Source: an optimization exercise on an open RTL-to-GDS flow (aim: small area and a short achievable clock period). Production flows keep margins and buffers that such runs may drop.
Only simulation tests tie the RTL to the original design; equivalence was not proved.

Design IDP_encoder_42, start of the top module:
module IDP_encoder_42(
  input wire [28:0] datain,
  input wire clock,
  output wire [41:0] codeout
);
Size in the first run: roughly 1,800 cells after synthesis, ~9800 um2 of cells after synthesis.
Settings: LEC_CHECK=0, ABC_AREA=1, CAP_MARGIN=20, CORE_MARGIN=2, CORE_UTILIZATION=45, CTS_BUF_LIST=sky130_fd_sc_hd__clkbuf_8, CTS_CLUSTER_DIAMETER=150, CTS_CLUSTER_SIZE=40, PLACE_DENSITY=0.75, SLEW_MARGIN=20; clock period 70.0 ns.
standard.sh (not shown) runs the stock make flow with config.mk's settings and CLKGATE_MAP_FILE= SYNTH_SCRIPT=/design/flow/synth_recipe.tcl, a recipe that flattens the netlist after the stock synthesis.
==> flow/flow/run.sh <==
#!/bin/bash
set -euo pipefail
W=$(pwd)
rm -rf "$W/scripts_mod"
cp -r "$FLOW_HOME/scripts" "$W/scripts_mod"
cp "$W/flow/abc_area.script" "$W/scripts_mod/abc_area.script"
EXTRA=()
if [[ -f "$W/flow/make_args" ]]; then mapfile -t EXTRA < "$W/flow/make_args"; fi
bash "$W/standard.sh" SCRIPTS_DIR="$W/scripts_mod" "${EXTRA[@]}" finish > "$W/orfs_make.log" 2>&1 || { tail -50 "$W/orfs_make.log"; exit 1; }
tail -5 "$W/orfs_make.log"
==> flow/flow/abc_area.script <==
strash
dc2
dch -f
map -D 12000
strash
dc2
dch -f
map -D 12000
strash
dch -f
map -D 12000
topo
buffer -c
upsize -c -D 12000
dnsize -c -D 12000
==> flow/flow/make_args <==
BUFFER_PORTS_ARGS=-buffer_cell sky130_fd_sc_hd__buf_1
Next try:
==> flow/run.sh (new file) <==
#!/bin/bash
# synth_recipe.tcl (not shown) runs the flow's synth.tcl, then flattens the netlist and writes it again
# the make line also repeats each setting of config.mk as NAME=value (left out here)
make -C /OpenROAD-flow-scripts/flow DESIGN_CONFIG=/design/flow/config.mk WORK_HOME=/design/flow/orfs CLKGATE_MAP_FILE= SYNTH_SCRIPT=/design/flow/synth_recipe.tcl finish
Settings changed: CTS_BUF_LIST sky130_fd_sc_hd__clkbuf_8 to not set, CTS_CLUSTER_DIAMETER 150 to 60, CTS_CLUSTER_SIZE 40 to 10, PLACE_DENSITY 0.75 to not set.
removed: flow/flow/run.sh
removed: flow/flow/abc_area.script
removed: flow/flow/make_args
removed: flow/standard.sh
After rerunning: Final cell count rose by well over a third. Die area came out higher by well over a third. Global-route usage came out higher by 0.76 points. Critical path depth is lower by 8. First-iteration DRC count decreases slightly. Sequential share of layout area is lower by 2.3 points.
Next try:
==> flow/flow/run.sh (new file) <==
#!/bin/bash
set -euo pipefail
W=$(pwd)
rm -rf "$W/scripts_mod"
cp -r "$FLOW_HOME/scripts" "$W/scripts_mod"
cp "$W/flow/abc_area.script" "$W/scripts_mod/abc_area.script"
EXTRA=()
if [[ -f "$W/flow/make_args" ]]; then mapfile -t EXTRA < "$W/flow/make_args"; fi
bash "$W/standard.sh" SCRIPTS_DIR="$W/scripts_mod" "${EXTRA[@]}" finish > "$W/orfs_make.log" 2>&1 || { tail -50 "$W/orfs_make.log"; exit 1; }
tail -5 "$W/orfs_make.log"
==> flow/flow/abc_area.script (new file) <==
strash
dc2
dch -f
map -D 12500
strash
dch -f
map -D 12500
topo
buffer -c
upsize -c -D 12500
dnsize -c -D 12500
==> flow/flow/make_args (new file) <==
BUFFER_PORTS_ARGS=-buffer_cell sky130_fd_sc_hd__buf_1
==> flow/standard.sh (new file) <==
#!/bin/bash
# synth_recipe.tcl (not shown) runs the flow's synth.tcl, then flattens the netlist and writes it again
# the make line also repeats each setting of config.mk as NAME=value (left out here)
make -C /OpenROAD-flow-scripts/flow DESIGN_CONFIG=/design/flow/config.mk WORK_HOME=/design/flow/orfs CLKGATE_MAP_FILE= SYNTH_SCRIPT=/design/flow/synth_recipe.tcl "${@:-finish}"
Settings changed: CTS_BUF_LIST set to sky130_fd_sc_hd__clkbuf_8, CTS_CLUSTER_DIAMETER 60 to 150, CTS_CLUSTER_SIZE 10 to 40, PLACE_DENSITY set to 0.75.
removed: flow/run.sh
Outcome:
- The changed run finished clean
- design area drops by a quarter to a third
- routed wire length drops by a quarter to a third
- worst setup slack got worse by 3700 ps
- via count drops by a quarter to a third
Next try:
==> flow/flow/abc_area.script (replaced) <==
strash
dc2
dch -f
map -D 12000
strash
dch -f
map -D 12000
topo
buffer -c
upsize -c -D 12000
dnsize -c -D 12000
Settings changed: CORE_UTILIZATION 45 to 65, PLACE_DENSITY 0.75 to 0.8.
After rerunning: The changed run completed without violations; design area goes down slightly; wire length goes down by a few percent; worst hold slack degrades by 130 ps; setup slack improves by 990 ps.
Next try:
Settings changed: CORE_UTILIZATION 65 to 45, PLACE_DENSITY 0.8 to 0.75.
=> Setup slack loses 82 ps. Critical path depth went up by 5. Cell area goes up slightly. Area after synthesis does not change. Non-clock buffer count increases by 2. Worst hold slack improved by 36 ps. Sequential cell count is unchanged. Cell count rose by a few percent.
Next try:
==> flow/flow/abc_area.script (replaced) <==
strash
dc2
dch -f
map -D 11000
strash
dch -f
map -D 11000
topo
buffer -c
upsize -c -D 11000
dnsize -c -D 11000
Via count barely changes.
Count of clock-buffer cells in the layout shrinks by 2.
Non-clock buffer count decreases by 2.
Worst setup slack is better by 1000 ps.
Global-route usage barely changes.
Cell count rises slightly.

[re-timing with driven ports]
The results above use ideal ports. As a check the final layouts listed here were re-extracted and re-timed, cells and wires unchanged. Step 1 sets driving cells, clkbuf_16 on the clock port and buf_2 on the other inputs (assumed; they add their load-dependent delay and slew). Step 2 times the ports against the registers' clock, not the clock port: input delays grow and output delays shrink by t, the midpoint of the rising clock arrivals with the driver on. Slacks: ideal / step 1 / step 2; pairs: ideal / step 1.
run	t, ns	setup WS [ns]	worst register clock-pin slew, ns	worst slew at a driven data input, ns
the first run	0.333	40.484 / 40.456 / 40.162	0.08 / 0.08	0.03
the second run	0.349	43.175 / 43.132 / 43.481	0.08 / 0.08	0.03
the third run	0.326	39.426 / 39.394 / 39.719	0.08 / 0.08	0.03
the fourth run	0.330	40.415 / 40.380 / 40.137	0.08 / 0.08	0.04
the fifth run	0.347	40.333 / 40.299 / 40.484	0.09 / 0.09	0.03
the sixth run	0.322	41.334 / 41.300 / 41.622	0.07 / 0.07	0.04
After both steps setup and hold are still met in every run listed. The setup slack of the first run, which loses most, moves by -0.028 ns with the drivers and by -0.322 ns with both steps.
